What follows belongs to an exercise in optimizing a design on an open flow for small area; a production flow would make more cautious choices.
Only simulation tests tie the RTL to the original design; equivalence was not proved.

## run C
==> module debounce, before the edit <==
module debounce(input logic clk, input logic rst, input logic button, output logic pulse);
  logic [4:0] s;
  logic idle, fb;
  assign idle = ~s[0] & ~s[1] & ~s[3] & ~s[4];
  assign fb = idle ? button : (~s[3] ^ s[4] ^ (s[1] & ~s[2] & s[3]));
  always_ff @(posedge clk)
    if (rst)
      s <= 5'd0;
    else
      s <= {s[3:0], fb};
  assign pulse = s[0] & ~s[1] & ~s[2] & ~s[4];
endmodule
==> flow/config.mk <==
export PLATFORM = sky130hd
export DESIGN_NAME = TopModule
export DESIGN_NICKNAME = TopModule
export VERILOG_FILES = /design/flow/design.v
export SDC_FILE = /design/flow/constraint.sdc
export NUM_CORES = 4
export LEC_CHECK = 0
export ABC_AREA = 1
export CAP_MARGIN = 20
export CORE_MARGIN = 2
export CORE_UTILIZATION = 40
export GPL_TIMING_DRIVEN = 0
export PLACE_DENSITY = 0.85
export SLEW_MARGIN = 20
==> flow/constraint.sdc <==
create_clock -name core_clock -period 6.0 [get_ports {clk}]
set_input_delay 1.2000 -clock core_clock [delete_from_list [all_inputs] [get_ports {clk}]]
set_output_delay 1.2000 -clock core_clock [all_outputs]
set_load 0.01 [all_outputs]
standard.sh (not shown) runs the stock make flow with config.mk's settings and CLKGATE_MAP_FILE= SYNTH_SCRIPT=/design/flow/synth_recipe.tcl, a recipe that flattens the netlist after the stock synthesis.
==> flow/flow/run.sh <==
#!/bin/bash
# Own layout flow: the standard synthesis, then the combinational logic
# between the (unchanged) registers is re-mapped by ABC with a stronger
# area script, then the standard layout from that netlist on, with
# clock-tree and port-buffer options for area. Each tool logs to its own file.
set -euo pipefail
HERE=$(pwd)
RES=$HERE/orfs/results/$FLOW_PLATFORM/TopModule/base
LIB=$FLOW_HOME/platforms/$FLOW_PLATFORM/lib/sky130_fd_sc_hd__tt_025C_1v80.lib

# 1. standard synthesis (the standard flow's own, unchanged)
bash standard.sh synth > log_synth.txt 2>&1

# 2. re-map the combinational logic; registers stay as they are
cp $RES/1_2_yosys.v $HERE/netlist_std.v
cp $RES/1_2_yosys.v $RES/1_2_yosys_std.v
python3 flow/split_lib.py $LIB $HERE/comb.lib $HERE/seq.lib > log_split.txt 2>&1
DU=""
for c in $(grep -A40 '^export DONT_USE_CELLS' $FLOW_HOME/platforms/$FLOW_PLATFORM/config.mk | grep -o 'sky130_fd_sc_hd__[a-z0-9_]*'); do
  DU="$DU -dont_use $c"
done
cat > $HERE/reopt.ys <<EOY
read_liberty -ignore_miss_func -ignore_miss_data_latch $HERE/comb.lib
read_liberty -lib $HERE/seq.lib
read_verilog $HERE/netlist_std.v
hierarchy -top $FLOW_TOP
flatten
opt_clean -purge
abc -script $HERE/flow/abc_area.script -liberty $LIB $DU
opt_clean -purge
hilomap -singleton -hicell sky130_fd_sc_hd__conb_1 HI -locell sky130_fd_sc_hd__conb_1 LO
splitnets
opt_clean -purge
insbuf -buf sky130_fd_sc_hd__buf_4 A X
tee -o $HERE/reopt_stat.txt stat -liberty $LIB
write_verilog -noattr -nohex -nodec $HERE/netlist_reopt.v
EOY
yosys -l log_reopt.txt -q -s $HERE/reopt.ys > /dev/null 2>&1

# 3. prove the re-mapped logic equal to the standard synthesis's (registers
#    cut open, SAT on the miter); keep the standard netlist if it is not
python3 flow/cut.py $HERE/netlist_std.v $HERE/cut_std.v
python3 flow/cut.py $HERE/netlist_reopt.v $HERE/cut_reopt.v
if yosys -l log_equiv.txt -q -p "read_liberty -ignore_miss_func -ignore_miss_data_latch $HERE/comb.lib; read_verilog $HERE/cut_std.v; rename $FLOW_TOP gold; read_verilog $HERE/cut_reopt.v; rename $FLOW_TOP gate; flatten gold gate; opt_clean; miter -equiv -flatten -make_outputs gold gate miter; hierarchy -top miter; sat -verify -prove trigger 0" > /dev/null 2>&1; then
  echo "re-mapped netlist proven equal; using it" > equiv_result.txt
  cp $HERE/netlist_reopt.v $RES/1_2_yosys.v
else
  echo "re-mapped netlist NOT proven equal; keeping the standard one" > equiv_result.txt
  cp $HERE/netlist_std.v $RES/1_2_yosys.v
fi
rm -f $HERE/comb.lib $HERE/seq.lib $HERE/cut_std.v $HERE/cut_reopt.v
touch $RES/1_2_yosys.v

# 4. the rest of the standard layout
export CTS_ARGS="-sink_clustering_enable -repair_clock_nets -dont_use_dummy_load -buf_list sky130_fd_sc_hd__clkbuf_8 -sink_clustering_size 16 -sink_clustering_max_diameter 60"
export BUFFER_PORTS_ARGS="-buffer_cell sky130_fd_sc_hd__buf_1"
bash standard.sh > log_layout.txt 2>&1
Other scripts of this flow, unchanged in this note and not shown: flow/flow/abc_area.script, flow/flow/cut.py, flow/flow/split_lib.py
Run C did not stop at any stage, and its layout met the timing, design-rule and antenna checks.
[inputs] run B vs run C
==> flow/design.v, changed modules only <==
module debounce(input logic clk, input logic rst, input logic button, output logic pulse);
  logic [4:0] s;
  logic fb;
  assign fb = (s == 5'd0) ? button : (~s[4] ^ (s[1] & ~s[2]));
  always_ff @(posedge clk)
    if (rst)
      s <= 5'd0;
    else
      s <= {s[3:0], fb};
  assign pulse = (s == 5'd1);
endmodule
Results
- Run B vs run C: detail-routed via count per cell down
- Post-route minimum period on run B is down relative to run C.
- The met3 demand-to-capacity share in global routing in run B was lower than what run C gave.
- Looking at run B and run C, the count of clock buffers in the final design is a wash.
- Critical path depth is higher on run C

## port drivers added, routing unchanged
How much do the figures lean on ideal ports? The routed layouts below were timed once more, with nothing changed but the port constraints.
Step 1, drivers: a clkbuf_16 drives clk and a buf_2 each remaining input, both assumed.
Step 2 adds t to the input delays and takes it off the output delays; t is the mean of the earliest and latest rising clock arrival at the registers after step 1. Input paths then give back, and output paths get back, about the clock's delay inside the block.
a / b / c = ideal ports / drivers / drivers and shift; a / b = the first two.
run | t (ns) | setup WS [ns] | worst setup path after step 2
run C | 0.627 | 0.332 / 0.286 / 0.913 | register to output
run B | 0.598 | 0.835 / 0.792 / 1.261 | register to register
After both steps setup and hold are still met in every run listed.
